What follows belongs to an exercise in optimizing a design on an open flow for a short achievable clock period and few clock cycles; a production flow would make more cautious choices. The RTL was checked by simulation tests, not by an equivalence proof against the original design. Power and IR drop assume default switching activity.

<file path="run.sh">
#!/bin/bash
# synth_recipe.tcl (not shown) runs the flow's synth.tcl, then flattens the netlist and writes it again
# the make line also repeats each setting of config.mk as NAME=value (left out here)
make -C /OpenROAD-flow-scripts/flow DESIGN_CONFIG=/design/flow/config.mk WORK_HOME=/design/flow/orfs CLKGATE_MAP_FILE= SYNTH_SCRIPT=/design/flow/synth_recipe.tcl finish
</file>
<file path="design.v">
`default_nettype none
module cpu_alu (
    input wire [31:0] src_a,
    input wire [31:0] src_b,
    input wire [ 3:0] control,
    output reg signed [31:0] result,
    output reg carry,
    output reg borrow,
    output wire zero,
    output reg overflow,
    output wire neg,
    output reg lt
);
  wire signed [31:0] src_a_signed = src_a;
  wire signed [31:0] src_b_signed = src_b;
  wire [4:0] shamt = src_b[4:0];
  always @(*) begin
    carry    = 0;
    borrow   = 0;
    overflow = 0;
    lt       = 0;
    casez (control)
      4'b0000: {carry, result} = {1'b0, src_a} + {1'b0, src_b};
      4'b1000: begin
        {carry, result} = {1'b1, src_a} - {1'b0, src_b};
        borrow = ~carry;
        overflow = (src_a[31] != src_b[31]) && (result[31] != src_a[31]);
        lt = (result[31] ^ overflow);
      end
      4'b0001: result = src_a << shamt;
      4'b0010: result = {31'b0, src_a_signed < src_b_signed};
      4'b0011: result = {31'b0, src_a < src_b};
      4'b0100: result = src_a ^ src_b;
      4'b0101: result = src_a >> shamt;
      4'b1101: result = src_a_signed >>> shamt;
      4'b0110: result = src_a | src_b;
      4'b0111: result = src_a & src_b;
      4'b1001: result = src_a;
      4'b1010: result = src_b;
      4'b1111: result = 32'b0;
      default: result = 32'b0;
    endcase
  end
  assign zero = (result == 0);
  assign neg  = result[31];
endmodule
`default_nettype none
module cpu_imm_extend (
    input  wire [24:0] data,
    input  wire [ 2:0] imm_src,
    output reg  [31:0] imm_ext
);
  wire [11:0] imm_i = data[24:13];
  wire [11:0] imm_s = {data[24:18], data[4:0]};
  wire [12:0] imm_b = {data[24], data[0], data[23:18], data[4:1], 1'b0};
  wire [31:0] imm_u = {data[24:5], {12{1'b0}}};
  wire [20:0] imm_j = {data[24], data[12:5], data[13], data[23:14], 1'b0};
  always @(*) begin
    case (imm_src)
      3'd0: imm_ext = {{20{imm_i[11]}}, imm_i};
      3'd1: imm_ext = {{20{imm_s[11]}}, imm_s};
      3'd2: imm_ext = {{19{imm_b[12]}}, imm_b};
      3'd3: imm_ext = imm_u;
      3'd4: imm_ext = {{11{imm_j[20]}}, imm_j};
      default: imm_ext = 32'b0;
    endcase
  end
endmodule
`default_nettype none
module cpu_register_file (
    input wire clk,
    input wire rst_n,
    input wire [4:0] a1,
    input wire [4:0] a2,
    input wire [4:0] a3,
    input wire [31:0] wd3,
    input wire we3,
    output wire [31:0] rd1,
    output wire [31:0] rd2
);
  localparam REGS_SIZE = 32;
  reg [31:0] regs[0:REGS_SIZE-1];
  integer i;
  always @(negedge clk or negedge rst_n) begin
    if (!rst_n) begin
      for (i = 0; i < REGS_SIZE; i = i + 1) begin
        regs[i] <= 0;
      end
    end else begin
      if (we3 && a3 != 0) begin
        regs[a3] <= wd3;
      end
    end
  end
  assign rd1 = (a1 == 0) ? 0 : regs[a1];
  assign rd2 = (a2 == 0) ? 0 : regs[a2];
  generate
    genvar idx;
    for (idx = 0; idx < 32; idx = idx + 1) begin : g_register
      wire [31:0] val = regs[idx];
    end
  endgenerate
endmodule
`default_nettype none
module cpu_data_extend (
    input  wire [31:0] data,
    input  wire [ 2:0] control,
    output reg  [31:0] data_ext
);
  always @(*) begin
    case (control)
      3'b000:  data_ext = {{24{data[7]}}, data[7:0]};
      3'b001:  data_ext = {{16{data[15]}}, data[15:0]};
      3'b010:  data_ext = data;
      3'b100:  data_ext = {{24{1'b0}}, data[7:0]};
      3'b101:  data_ext = {{16{1'b0}}, data[15:0]};
      default: data_ext = 32'b0;
    endcase
  end
endmodule
`default_nettype none
module pl_control (
    input wire [6:0] op,
    input wire [2:0] funct3,
    input wire [6:0] funct7,
    input wire alu_zero,
    input wire alu_lt,
    input wire alu_borrow,
    output reg [2:0] branch_type,
    output reg [1:0] result_src,
    output reg [2:0] data_ext_control,
    output reg [3:0] mem_write,
    output reg [3:0] alu_control,
    output reg alu_src,
    output reg [2:0] imm_src,
    output reg reg_write
);
  always @(*) begin
    branch_type = 3'd0;
    data_ext_control = 3'b000;
    result_src = 2'd0;
    mem_write = 4'b0000;
    alu_control = 4'b1111;
    alu_src = 1'b0;
    imm_src = 3'd0;
    reg_write = 0;
    case (op)
      7'b0000011: begin   
        imm_src = 3'd0;
        alu_src = 1'b1;
        alu_control = 4'b0000;
        result_src = 2'd1;
        reg_write = 1;
        data_ext_control = funct3;
      end
      7'b0010011: begin   
        imm_src = 3'd0;
        alu_src = 1'b1;
        alu_control = {(funct3 == 3'b101) ? funct7[5] : 1'b0, funct3};
        result_src = 2'd0;
        reg_write = 1;
      end
      7'b0010111: begin   
        imm_src = 3'd3;
        result_src = 2'd2;
        reg_write = 1;
      end
      7'b0100011: begin   
        imm_src = 3'd1;
        alu_src = 1'b1;
        alu_control = 4'b0000;
        result_src = 2'd0;
        case (funct3)
          3'b000:  mem_write = 4'b0001;
          3'b001:  mem_write = 4'b0011;
          3'b010:  mem_write = 4'b1111;
          default: mem_write = 4'b0000;
        endcase
      end
      7'b0110011: begin   
        alu_src = 1'b0;
        alu_control = {funct7[5], funct3};
        result_src = 2'd0;
        reg_write = 1;
      end
      7'b0110111: begin   
        imm_src = 3'd3;
        alu_src = 1'b1;
        alu_control = 4'b1010;
        result_src = 2'd0;
        reg_write = 1;
      end
      7'b1100011: begin   
        imm_src = 3'd2;
        alu_src = 1'b0;
        alu_control = 4'b1000;
        branch_type = 3'd4;
      end
      7'b1100111: begin   
        imm_src = 3'd0;
        alu_src = 1'b1;
        alu_control = 4'b0000;
        branch_type = 3'd1;
        result_src = 2'd3;
        reg_write = 1;
      end
      7'b1101111: begin   
        imm_src = 3'd4;
        branch_type = 3'd2;
        result_src = 2'd3;
        reg_write = 1;
      end
      default: begin
        branch_type = 3'd3;
      end
    endcase
  end
endmodule
module pl_branch_logic (
    input wire [2:0] branch_type,
    input wire [2:0] funct3,
    input wire alu_zero,
    input wire alu_lt,
    input wire alu_borrow,
    output reg [1:0] pc_src
);
  always @(*) begin
    case (branch_type)
      3'd0: pc_src = 2'd0;
      3'd1: pc_src = 2'd2;
      3'd2: pc_src = 2'd1;
      3'd3: pc_src = 2'd3;
      3'd4: begin
        pc_src = 2'd0;
        case (funct3)
          3'b000:  if (alu_zero) pc_src = 2'd1;   
          3'b001:  if (!alu_zero) pc_src = 2'd1;   
          3'b100:  if (alu_lt) pc_src = 2'd1;   
          3'b101:  if (!alu_lt) pc_src = 2'd1;   
          3'b110:  if (alu_borrow) pc_src = 2'd1;   
          3'b111:  if (!alu_borrow) pc_src = 2'd1;   
          default: pc_src = 2'd0;
        endcase
      end
      default: pc_src = 2'd0;
    endcase
  end
endmodule
module pl_hazard_unit (
    input wire [4:0] rs1_e,
    input wire [4:0] rs2_e,
    input wire [4:0] rd_m,
    input wire [4:0] rd_w,
    input wire reg_write_m,
    input wire reg_write_w,
    output reg [1:0] forward_a_e,
    output reg [1:0] forward_b_e,
    input wire [4:0] rs1_d,
    input wire [4:0] rs2_d,
    input wire [4:0] rd_e,
    input wire [1:0] result_src_e,
    output wire stall_f,
    output wire stall_d,
    output wire flush_e,
    input wire [1:0] pc_src_e,
    output wire flush_d
);
  wire lw_stall = result_src_e == 2'd1 && (rs1_d == rd_e || rs2_d == rd_e);
  always @(*) begin
    forward_a_e = 2'd0;
    forward_b_e = 2'd0;
    if (rs1_e == rd_m && reg_write_m && rs1_e != 0) begin
      forward_a_e = 2'd2;
    end else if (rs1_e == rd_w && reg_write_w && rs1_e != 0) begin
      forward_a_e = 2'd1;
    end
    if (rs2_e == rd_m && reg_write_m && rs2_e != 0) begin
      forward_b_e = 2'd2;
    end else if (rs2_e == rd_w && reg_write_w && rs2_e != 0) begin
      forward_b_e = 2'd1;
    end
  end
  assign stall_f = lw_stall;
  assign stall_d = lw_stall;
  assign flush_d = pc_src_e != 2'd0;
  assign flush_e = lw_stall || pc_src_e != 2'd0;
endmodule
module pipelined_cpu (
    input wire clk,
    input wire rst_n,
    output wire [31:0] instr_addr,
    input  wire [31:0] instr_data,
    output wire [31:0] data_addr,
    output wire [31:0] data_wdata,
    output wire [ 3:0] data_wenable,
    input  wire [31:0] data_rdata
);
  wire [1:0] forward_a_e;
  wire [1:0] forward_b_e;
  wire stall_f;
  wire stall_d;
  wire flush_e;
  wire flush_d;
  pl_hazard_unit hazard_unit (
      .rs1_e(rs1_e),
      .rs2_e(rs2_e),
      .rd_m(rd_m),
      .rd_w(rd_w),
      .reg_write_m(reg_write_m),
      .reg_write_w(reg_write_w),
      .forward_a_e(forward_a_e),
      .forward_b_e(forward_b_e),
      .rs1_d(rs1_d),
      .rs2_d(rs2_d),
      .rd_e(rd_e),
      .result_src_e(result_src_e),
      .stall_f(stall_f),
      .stall_d(stall_d),
      .flush_e(flush_e),
      .pc_src_e(pc_src_e),
      .flush_d (flush_d)
  );
  reg [31:0] pc_f;
  always @(posedge clk or negedge rst_n) begin
    if (!rst_n) begin
      pc_f <= 0;
    end else if (!stall_f) begin
      pc_f <= pc_next;
    end
  end
  reg [31:0] pc_next;
  always @(*) begin
    case (pc_src_e)
      2'd0:    pc_next = pc_plus_4_f;
      2'd1:    pc_next = pc_target_e;
      2'd2:     pc_next = alu_result_e & ~1;
      2'd3: pc_next = pc_f;
      default:         pc_next = 32'b0;
    endcase
  end
  assign instr_addr = pc_f;
  wire [31:0] pc_plus_4_f = pc_f + 4;
  reg  [31:0] instr_d;
  reg  [31:0] pc_d;
  reg  [31:0] pc_plus_4_d;
  always @(posedge clk or negedge rst_n) begin
    if (!rst_n) begin
      instr_d <= 32'h00000013;   
      pc_d <= 32'b0;
      pc_plus_4_d <= 32'b0;
    end else if (flush_d) begin
      instr_d <= 32'h00000013;   
      pc_d <= 32'b0;
      pc_plus_4_d <= 32'b0;
    end else if (!stall_d) begin
      instr_d <= instr_data;
      pc_d <= pc_f;
      pc_plus_4_d <= pc_plus_4_f;
    end
  end
  wire [2:0] funct3_d = instr_d[14:12];
  wire [1:0] pc_src_d;
  wire [2:0] branch_type_d;
  wire [1:0] result_src_d;
  wire [3:0] mem_write_d;
  wire [2:0] data_ext_control_d;
  wire [3:0] alu_control_d;
  wire alu_src_d;
  wire [2:0] imm_src_d;
  wire reg_write_d;
  wire [4:0] rs1_d = instr_d[19:15];
  wire [4:0] rs2_d = instr_d[24:20];
  wire [4:0] rd_d = instr_d[11:7];
  wire [31:0] imm_ext_d;
  wire [31:0] rd1_d;
  wire [31:0] rd2_d;
  pl_control control (
      .op(instr_d[6:0]),
      .funct3(funct3_d),
      .funct7(instr_d[31:25]),
      .branch_type(branch_type_d),
      .result_src(result_src_d),
      .mem_write(mem_write_d),
      .data_ext_control(data_ext_control_d),
      .alu_control(alu_control_d),
      .alu_src(alu_src_d),
      .imm_src(imm_src_d),
      .reg_write(reg_write_d)
  );
  cpu_register_file register_file (
      .clk(clk),
      .rst_n(rst_n),
      .a1(rs1_d),
      .a2(rs2_d),
      .a3(rd_w),
      .we3(reg_write_w),
      .wd3(result_w),
      .rd1(rd1_d),
      .rd2(rd2_d)
  );
  cpu_imm_extend imm_extend (
      .data(instr_d[31:7]),
      .imm_src(imm_src_d),
      .imm_ext(imm_ext_d)
  );
  reg reg_write_e;
  reg [1:0] result_src_e;
  reg [3:0] mem_write_e;
  reg [2:0] data_ext_control_e;
  reg [3:0] alu_control_e;
  reg alu_src_e;
  reg [31:0] rd1_e;
  reg [31:0] rd2_e;
  reg [31:0] pc_e;
  reg [4:0] rs1_e;
  reg [4:0] rs2_e;
  reg [4:0] rd_e;
  reg [31:0] imm_ext_e;
  reg [31:0] pc_plus_4_e;
  reg [2:0] branch_type_e;
  reg [2:0] funct3_e;
  always @(posedge clk or negedge rst_n) begin
    if (!rst_n) begin
      reg_write_e <= 0;
      result_src_e <= 2'd0;
      mem_write_e <= 0;
      data_ext_control_e <= 4'b0000;
      alu_control_e <= 4'b0000;
      alu_src_e <= 1'b0;
      rd1_e <= 5'b0;
      rd2_e <= 5'b0;
      pc_e <= 32'b0;
      rs1_e <= 32'b0;
      rs2_e <= 32'b0;
      rd_e <= 5'b0;
      imm_ext_e <= 32'b0;
      pc_plus_4_e <= 32'b0;
      branch_type_e <= 3'd0;
      funct3_e <= 3'b000;
    end else if (flush_e) begin
      reg_write_e <= 0;
      result_src_e <= 2'd0;
      mem_write_e <= 0;
      data_ext_control_e <= 4'b0000;
      alu_control_e <= 4'b0000;
      alu_src_e <= 1'b0;
      rd1_e <= 5'b0;
      rd2_e <= 5'b0;
      pc_e <= 32'b0;
      rs1_e <= 32'b0;
      rs2_e <= 32'b0;
      rd_e <= 5'b0;
      imm_ext_e <= 32'b0;
      pc_plus_4_e <= 32'b0;
      branch_type_e <= 3'd0;
      funct3_e <= 3'b000;
    end else begin
      reg_write_e <= reg_write_d;
      result_src_e <= result_src_d;
      mem_write_e <= mem_write_d;
      data_ext_control_e <= data_ext_control_d;
      alu_control_e <= alu_control_d;
      alu_src_e <= alu_src_d;
      rd1_e <= rd1_d;
      rd2_e <= rd2_d;
      pc_e <= pc_d;
      rs1_e <= rs1_d;
      rs2_e <= rs2_d;
      rd_e <= rd_d;
      imm_ext_e <= imm_ext_d;
      pc_plus_4_e <= pc_plus_4_d;
      branch_type_e <= branch_type_d;
      funct3_e <= funct3_d;
    end
  end
  wire [31:0] pc_target_e = pc_e + imm_ext_e;
  wire [31:0] alu_result_e;
  wire alu_zero_e;
  wire alu_borrow_e;
  wire alu_lt_e;
  wire [1:0] pc_src_e;
  pl_branch_logic branch_logic (
      .branch_type(branch_type_e),
      .funct3(funct3_e),
      .alu_zero(alu_zero_e),
      .alu_borrow(alu_borrow_e),
      .alu_lt(alu_lt_e),
      .pc_src(pc_src_e)
  );
  reg [31:0] alu_src_a_e;
  reg [31:0] write_data_e;
  always @(*) begin
    case (forward_a_e)
      2'd0:      alu_src_a_e = rd1_e;
      2'd1: alu_src_a_e = result_w;
      2'd2: begin
        case (result_src_m)
          2'd0:       alu_src_a_e = alu_result_m;
          2'd2: alu_src_a_e = pc_target_m;
          2'd3:   alu_src_a_e = pc_plus_4_m;
          default:               alu_src_a_e = 32'b0;
        endcase
      end
      default:            alu_src_a_e = 32'b0;
    endcase
    case (forward_b_e)
      2'd0:      write_data_e = rd2_e;
      2'd1: write_data_e = result_w;
      2'd2: begin
        case (result_src_m)
          2'd0:       write_data_e = alu_result_m;
          2'd2: write_data_e = pc_target_m;
          2'd3:   write_data_e = pc_plus_4_m;
          default:               write_data_e = 32'b0;
        endcase
      end
      default:            write_data_e = 32'b0;
    endcase
  end
  wire [31:0] alu_src_b_e = alu_src_e == 1'b1 ? imm_ext_e : write_data_e;
  cpu_alu alu (
      .src_a  (alu_src_a_e),
      .src_b  (alu_src_b_e),
      .control(alu_control_e),
      .result(alu_result_e),
      .zero(alu_zero_e),
      .borrow(alu_borrow_e),
      .lt(alu_lt_e)
  );
  reg reg_write_m;
  reg [1:0] result_src_m;
  reg [3:0] mem_write_m;
  reg [2:0] data_ext_control_m;
  reg [31:0] alu_result_m;
  reg [31:0] write_data_m;
  reg [4:0] rd_m;
  reg [31:0] pc_target_m;
  reg [31:0] pc_plus_4_m;
  always @(posedge clk or negedge rst_n) begin
    if (!rst_n) begin
      reg_write_m <= 0;
      result_src_m <= 2'd0;
      mem_write_m <= 4'b0000;
      data_ext_control_m <= 4'b0000;
      alu_result_m <= 32'b0;
      write_data_m <= 32'b0;
      rd_m <= 5'b0;
      pc_target_m <= 32'b0;
      pc_plus_4_m <= 32'b0;
    end else begin
      reg_write_m <= reg_write_e;
      result_src_m <= result_src_e;
      mem_write_m <= mem_write_e;
      data_ext_control_m <= data_ext_control_e;
      alu_result_m <= alu_result_e;
      write_data_m <= write_data_e;
      rd_m <= rd_e;
      pc_target_m <= pc_target_e;
      pc_plus_4_m <= pc_plus_4_e;
    end
  end
  wire [31:0] read_data_m;
  assign data_addr = alu_result_m;
  assign data_wdata = write_data_m;
  assign data_wenable = mem_write_m;
  cpu_data_extend data_extend (
      .data(data_rdata),
      .control(data_ext_control_m),
      .data_ext(read_data_m)
  );
  reg reg_write_w;
  reg [1:0] result_src_w;
  reg [31:0] alu_result_w;
  reg [31:0] read_data_w;
  reg [4:0] rd_w;
  reg [31:0] pc_target_w;
  reg [31:0] pc_plus_4_w;
  always @(posedge clk or negedge rst_n) begin
    if (!rst_n) begin
      reg_write_w <= 0;
      result_src_w <= 2'd0;
      alu_result_w <= 32'b0;
      read_data_w <= 32'b0;
      rd_w <= 5'b0;
      pc_target_w <= 32'b0;
      pc_plus_4_w <= 32'b0;
    end else begin
      reg_write_w <= reg_write_m;
      result_src_w <= result_src_m;
      alu_result_w <= alu_result_m;
      read_data_w <= read_data_m;
      rd_w <= rd_m;
      pc_target_w <= pc_target_m;
      pc_plus_4_w <= pc_plus_4_m;
    end
  end
  reg [31:0] result_w;
  always @(*) begin
    case (result_src_w)
      2'd0:       result_w = alu_result_w;
      2'd1:      result_w = read_data_w;
      2'd2: result_w = pc_target_w;
      2'd3:   result_w = pc_plus_4_w;
      default:               result_w = 32'b0;
    endcase
  end
endmodule
</file>
<file path="config.mk">
export PLATFORM = sky130hd
export DESIGN_NAME = pipelined_cpu
export DESIGN_NICKNAME = pipelined_cpu
export VERILOG_FILES = /design/flow/design.v
export SDC_FILE = /design/flow/constraint.sdc
export NUM_CORES = 4
export LEC_CHECK = 0
export CAP_MARGIN = 20
export CORE_MARGIN = 2
export CORE_UTILIZATION = 40
export PLACE_DENSITY = 0.6
export SLEW_MARGIN = 20
</file>
<file path="constraint.sdc">
create_clock -name core_clock -period 11.0 [get_ports {clk}]
set_input_delay 2.2000 -clock core_clock [delete_from_list [all_inputs] [get_ports {clk}]]
set_output_delay 2.2000 -clock core_clock [all_outputs]
set_load 0.01 [all_outputs]
</file>
==> summary.txt <==
## area by class of cell
class                      count  area [um^2]
timing repair buffer         429         3840
inverter                     121          454
clock inverter                73          782
tap                         2656         3320
antenna                       30         75.1
multi-input combinational   6151        37800
sequential                  1589        39800
clock buffer                 237         4910
fill                       19021       108000
## final timing paths
kind | cells after the start | end | start | slack, ns
max | 38 | pc_f[12]$_DFFE_PN0P_ | rs2_e[1]$_DFF_PN0_ | 0.39
min | 0 | pc_plus_4_m[25]$_DFF_PN0_ | pc_plus_4_e[25]$_DFF_PN0_ | 0.35
max reg2reg | 38 | pc_f[12]$_DFFE_PN0P_ | rs2_e[1]$_DFF_PN0_ | 0.39
min reg2reg | 0 | pc_plus_4_m[25]$_DFF_PN0_ | pc_plus_4_e[25]$_DFF_PN0_ | 0.35
max in group asynchronous | 2 | register_file.regs[1][23]$_DFFE_NN0P_ | rst_n | 2.83
min in group asynchronous | 2 | rd2_e[8]$_DFF_PN0_ | rst_n | 2.04
## sequential cells by signal (all words and copies together) (netlist names), 32 cells and up
signal and flops:
pc_f 32, alu_result_m 32, pc_target_m 32, pc_plus_4_w 32, register_file.regs 992, pc_plus_4_d 32
rd1_e 32, imm_ext_e 32, instr_d 32, read_data_w 32, alu_result_w 32, write_data_m 32
pc_target_w 32, rd2_e 32, pc_plus_4_e 32, pc_plus_4_m 32
## kinds of logic (layout without fill, tap and decap cells)
kind of cell,count (synthesis),in the layout,share of synthesized area [%]
DFF,1589,1589,49.6
adders and majority gates,137,137,2.18
muxes,234,234,3.02
and+or+nand+nor,2648,2649,14.8
xor gates and xnor gates,103,103,1.13
other,0,30,0
buffers and inverters,891,860,4.28
AOI/OAI and AO/OA,3028,3028,25.0
## cells in the mapped netlist (29+ instances only)
cell type / n / area share (%)
xnor2_1: 80 / 0.87
o211a_1: 37 / 0.46
dfrtp_1: 594 / 19
nand2_1: 1296 / 6.1
nor3_1: 159 / 0.99
o21ai_0: 1212 / 7.6
or3_1: 51 / 0.40
dfrtn_1: 992 / 31
o22ai_1: 44 / 0.34
a221oi_1: 288 / 3.1
ha_1: 133 / 2.1
nand3_1: 202 / 1.3
mux2_2: 40 / 0.56
nor2_1: 444 / 2.1
and3_1: 116 / 0.91
buf_2: 34 / 0.21
inv_1: 115 / 0.54
a211oi_1: 44 / 0.41
nand2b_1: 29 / 0.23
a22oi_1: 367 / 3.4
a31oi_1: 61 / 0.48
a22o_1: 257 / 2.8
o2bb2ai_1: 33 / 0.36
nor2b_1: 99 / 0.77
a222oi_1: 80 / 1.0
o211ai_1: 47 / 0.44
nand4_1: 164 / 1.3
buf_1: 48 / 0.22
a21oi_1: 303 / 1.9
clkbuf_1: 680 / 3.2
mux2i_1: 191 / 2.4
## metal layers
metal	routed length, um	vias to the layer above	global-route usage [%]
li1	-	31387	-
met1	156000	38103	51.1
met3	56500	1976	14.8
met4	35300	26	27.1
met5	281	-	0.396
met2	162000	6655	53.3
## metrics by stage
stage          total power [mW]  std cells  utilization [%]
4_1_cts                    23.0      11252             45.5
5_1_grt                    24.1      11258             45.6
6_report                   23.6      11286             45.6
3_3_place_gp               17.1      10941             42.7
3_5_place_dp               17.1      10942             42.7
2_1_floorplan              12.4       8630                -
## power groups by stage
stage	combinational, mW	clock [mW]	sequential (mW)
detailed placement	9.23	0	7.87
global route	10.1	6.19	7.87
finish	9.83	5.94	7.82
floorplan	5.04	0	7.33
global placement	9.22	0	7.86
CTS	9.26	5.96	7.77
## critical path, delay by kind of cell (launching register included)
kind	cells	cell delay (ns)
buf+inv	3	1.01
flops	1	0.43
fa+ha+maj	3	1.23
simple gates	8	2.31
compound gates	23	5.30
mux	1	0.20
## cells in the final DEF, fill, tap and decap left out, drive strengths merged, types with 61 or more instances in the layout
master and count:
and3 116, a22o 257, nor2b 99, clkdlybuf4s50 164
nor3 159, mux2i 192, a21oi 303, buf 265
xnor2 80, nand4 164, nor2 447, nand2 1297
clkbuf 237, a222oi 80, a31oi 61, a221oi 289
o21ai 1243, dfrtn 992, inv 124, ha 133
a22oi 367, nand3 202, dfrtp 594
==> reports/metrics.csv <==
stage,metric,value,unit
timing,fin_ws,0.386,ns
timing,setup_tns,0,ns
global_route,grt_pass1_vias,72447,
setup_path,path_max_fanout,41,
global_route,overflow,0,
pwr,comb_power_share,41.7,%
pwr,p_int,12.8,mW
logic_synthesis,avgSynthCellArea,9.29,um^2
timing,slew_headroom,8.77,%
setup_path,endpoint_kind,flop,
logic_synthesis,synth_nets,8833,
routing,wl_per_cell,36.4,um
clock_tree,numCtsBuffers,167,
placement,portBuffers,165,
pwr,swShare,45.8,%
routing,drtIter0Drc,14794,
placement,place_area,85100,um^2
routing,wl,411000,um
timing,drv_slew,0,
clock_tree,cts_buffer_depth,3,
hold_path,holdCritPathClass,reg -> reg,
logic_synthesis,synth_seq_cells,1589,
setup_path,arrival,11.32,ns
floorplan,rows,164,
logic_synthesis,async_flop_share,100,%
clock_tree,cts.sinks,1589,
floorplan,start_util,40.2,%
timing,clock_skew,0.121,ns
routing,ant_nets,0,
global_route,grt_max_degree,179,
floorplan,die_y,452,um
setup_path,cp_common_cell,a21oi_1,
routing,routed_via_density,6.92,
placement,gp_congestion,0.992,
pwr,p_sw,10.8,mW
pwr,power.share.clock,25.2,%
pwr,p_per_area,259,nW/um^2
pwr,power.leakage,39.3,nW
timing,rsz0062_at_grt,no,
timing,worst_pin_slew,1.37,ns
placement,dpl_worst_slack,0.641,ns
routing,firstDrtPassIters,14,
clock_tree,hold_buffers,0,
floorplan,io_pins,166,
clock_tree,ctsResizeCount,0,
timing,period_share,96.5,%
logic_synthesis,seq_area_frac_synth,49.6,%
logic_synthesis,synth_edf_count,0,
placement,dp_hpwl,260000,um
outcome,status,finished clean,
setup_path,critPathMaxStageDelay,0.59,ns
global_route,grt_pass1_wl,569000,um
global_route,grt_usage,39.2,%
job,cap_violations,0,
floorplan,dieArea,204000,um^2
finish,nNetsFinal,8662,
clock_tree,cts_tree,yes,
timing,layout_min_cycle_time,10.61,ns
logic_synthesis,syn_area,80100,um^2
routing,drc,0,
pwr,ir_drop,0.179,mV
finish,area_growth,13.5,%
logic_synthesis,syn-instance-count,8630,
pwr,seqPwrFrac,33.2,%
timing,clock.fmax,94.2,MHz
timing,finalHoldViolCount,0,
logic_synthesis,ys.flop_type,dfrtn_1,
timing,setup_viol,0,
clock_tree,clk_pin_slew,0.06,ns
floorplan,fp.coreArea,199000,um^2
clock_tree,root_buffer,clkbuf_16,
setup_path,critPathRequiredTime,11.70,ns
timing,timing.hold.ws,0.346,ns
routing,vias,78147,
setup_path,cp-start-kind,flop,
setup_path,path_class,reg -> reg,
logic_synthesis,yosysWarnings,9,
logic_synthesis,yosysUniqueCellTypes,99,
global_route,antenna_found_initial,28,
finish,post-route-cell-area,91000,um^2
finish,drive_gt1_share,8.84,%
clock_tree,insertion_delay,0.86,ns
clock_tree,post_cts_buffers,0,
clock_tree,htreeDepth,4,
floorplan,die_x,452,um
setup_path,crit_path_top_delay_cell,or4_4,
Testbench counts, summed over its fixed seeds: cycles 586,315.
